Context: an optimization exercise on an open-source flow, tuned for small area, a short achievable clock period and few clock cycles. The choices shown serve that exercise and are no tape-out recipe.
Function was checked by simulation only, so behaviour that the tests miss may differ from the original.

==> inputs of delta <==
==> flow/design.v (excerpt) <==
module exunit(
	input wire clk,
	input wire reset,
	input wire [31:0] exinstr,
	input wire [63:0] exr0,
	input wire [63:0] exr1,
	input wire [63:0] exlink,
	input wire alugo,
	output wire [63:0] exalur,
	output wire exovfl,
	output wire exbcmp,
	output wire alubusy,
	output wire [63:0] lo,
	output wire [63:0] hi
);
clock: 20.0 ns
lec_check: 0
cap_margin: 40
cell_pad_in_sites_detail_placement: 1
core_margin: 2
core_utilization: 30
gpl_routability_driven: 1
place_density: 0.45
setup_slack_margin: 5
slew_margin: 40
run.sh (not shown) runs the stock make flow with config.mk's settings and CLKGATE_MAP_FILE= SYNTH_SCRIPT=/design/flow/synth_recipe.tcl, a recipe that flattens the netlist after the stock synthesis.
==> umber (differences from delta) <==
--- a/flow/design.v
+++ b/flow/design.v
@@ -565,11 +565,11 @@
 	wire opslt = op == ALUSLT;
 	wire dosub = opsub | opslt | cond == CONDGET | cond[3];
 	wire [63:0] ysrc = opimm ? {{48{exinstr[15]}}, exinstr[15:0]} : exr1;
 	wire [63:0] yeff = ysrc ^ {64{dosub}};
 	wire [64:0] asum;
-	ksadd #(64, 6) aadd(.a(exr0), .b(yeff), .c(dosub), .s(asum));
+	bkadd #(64) aadd(.a(exr0), .b(yeff), .c(dosub), .s(asum));
 	wire [63:0] sum = asum[63:0];
 	wire ltu = !asum[64];
 	wire lts = (exr0[63] ^ exr1[63]) ? exr0[63] : sum[63];
 	wire [63:0] v = ~(exr0 ^ yeff) & (exr0 ^ sum);
 	wire [63:0] aext = dw ? exr0 : {{32{sx & exr0[31]}}, exr0[31:0]};
@@ -714,30 +714,13 @@
 			negs[bk] = b2;
 			row[bk] = (({66{one}} & a66) | ({66{two}} & a2)) ^ {66{b2}};
 			row[bk][65] = !row[bk][65];
 		end
 	localparam [77:0] SGNC = -((78'd1 << 65) + (78'd1 << 67) + (78'd1 << 69) + (78'd1 << 71) + (78'd1 << 73));
-	wire [77:0] m0 = {2'b0, pin[67:0], 1'b0, negs[3], 1'b0, negs[2], 1'b0, negs[1], 1'b0, negs[0]};
-	wire [77:0] m1 = {12'd0, row[0]};
-	wire [77:0] m2 = {10'd0, row[1], 2'd0};
-	wire [77:0] m3 = {8'd0, row[2], 4'd0};
-	wire [77:0] m4 = {6'd0, row[3], 6'd0};
-	wire [77:0] m5 = {4'd0, row[4], 8'd0};
-	wire [77:0] m6 = SGNC | {69'd0, negs[4], 8'd0};
-	wire [77:0] s1 = m1 ^ m2 ^ m3;
-	wire [77:0] c1 = {(m1[76:0] & m2[76:0]) | (m1[76:0] & m3[76:0]) | (m2[76:0] & m3[76:0]), 1'b0};
-	wire [77:0] s2 = m4 ^ m5 ^ m6;
-	wire [77:0] c2 = {(m4[76:0] & m5[76:0]) | (m4[76:0] & m6[76:0]) | (m5[76:0] & m6[76:0]), 1'b0};
-	wire [77:0] s3 = s1 ^ c1 ^ s2;
-	wire [77:0] c3 = {(s1[76:0] & c1[76:0]) | (s1[76:0] & s2[76:0]) | (c1[76:0] & s2[76:0]), 1'b0};
-	wire [77:0] s4 = s3 ^ c3 ^ c2;
-	wire [77:0] c4 = {(s3[76:0] & c3[76:0]) | (s3[76:0] & c2[76:0]) | (c3[76:0] & c2[76:0]), 1'b0};
-	wire [77:0] s5 = s4 ^ c4 ^ m0;
-	wire [77:0] c5 = {(s4[76:0] & c4[76:0]) | (s4[76:0] & m0[76:0]) | (c4[76:0] & m0[76:0]), 1'b0};
-	wire [78:0] tsum;
-	ksadd #(78, 7) madd(.a(s5), .b(c5), .c(1'b0), .s(tsum));
-	wire [77:0] tlow = tsum[77:0];
+	wire [77:0] tlow = {2'b0, pin[67:0], 1'b0, negs[3], 1'b0, negs[2], 1'b0, negs[1], 1'b0, negs[0]} +
+		{12'd0, row[0]} + {10'd0, row[1], 2'd0} + {8'd0, row[2], 4'd0} + {6'd0, row[3], 6'd0} + {4'd0, row[4], 8'd0} +
+		{69'd0, negs[4], 8'd0} + SGNC;
 	wire [51:0] upin = pin[119:68];
 	reg [52:0] pa, pz;
 	reg [51:0] upout;
 	integer ui;
 	always @(*) begin
@@ -890,34 +873,10 @@
 					g[i] = g[i] | (p[i] & g[i - (1 << l)]);
 					p[i] = p[i] & p[i - (1 << l)];
 				end
 	end
 	assign s = {g[N-1], (a ^ b) ^ {g[N-2:0], c}};
-endmodule
-module ksadd #(
-	parameter N = 64,
-	parameter L = 6
-) (
-	input wire [N-1:0] a,
-	input wire [N-1:0] b,
-	input wire c,
-	output wire [N:0] s
-);
-	reg [N-1:0] g, p;
-	integer i, l;
-	always @(*) begin
-		g = a & b;
-		p = a ^ b;
-		g[0] = g[0] | (p[0] & c);
-		for(l = 0; l < L; l = l + 1)
-			for(i = N - 1; i >= 0; i = i - 1)
-				if(i >= (1 << l)) begin
-					g[i] = g[i] | (p[i] & g[i - (1 << l)]);
-					p[i] = p[i] & p[i - (1 << l)];
-				end
-	end
-	assign s = {g[N-1], (a ^ b) ^ {g[N-2:0], c}};
 endmodule
  `timescale 1 ns / 1 ps
 `default_nettype none
 module exunit(
 	input wire clk,
==> flow/config.mk (replaced) <==
export PLATFORM = sky130hd
export DESIGN_NAME = exunit
export DESIGN_NICKNAME = exunit
export VERILOG_FILES = /design/flow/design.v
export SDC_FILE = /design/flow/constraint.sdc
export NUM_CORES = 4
export LEC_CHECK = 0
export CAP_MARGIN = 40
export CORE_MARGIN = 2
export CORE_UTILIZATION = 30
export GPL_ROUTABILITY_DRIVEN = 1
export PLACE_DENSITY = 0.45
export SLEW_MARGIN = 40
==> run summary <==
Register-to-register slack: delta is better than umber (4400 ps).
Of delta and umber, delta has the higher clock skew (gap 2.0 ps).
Maximum frequency: umber is lower than delta (21%).
Area after synthesis: umber is smaller than delta (about 4%).
Testbench counts of delta, summed over its fixed seeds: cycles 10,149.
Testbench counts of umber, summed over its fixed seeds: cycles 10,149.

[what the ideal ports hide]
In the flow no input, the clock included, has a driving cell. The finished layouts below were timed again as built, in two steps. Step 1, drivers: a clkbuf_16 drives clk and a buf_2 each remaining input, both assumed. Step 2 moves the port delays by t, midway between the first and last clock arrival at a register: inputs arrive t later, outputs are due t later. That takes back most of the time a late clock gives input paths. Three values: ideal, step 1, step 2; two values: the first two.
run | shift t [ns] | setup slack, ns | pins driven straight from the clock port
delta | 0.634 | 4.750 / 4.728 / 4.344 | 1
umber | 0.621 | 0.640 / 0.610 / 0.168 | 1
After both steps setup and hold are still met in every run listed. The setup slack of umber, which loses most, moves by -0.030 ns with the drivers and by -0.472 ns with both steps.
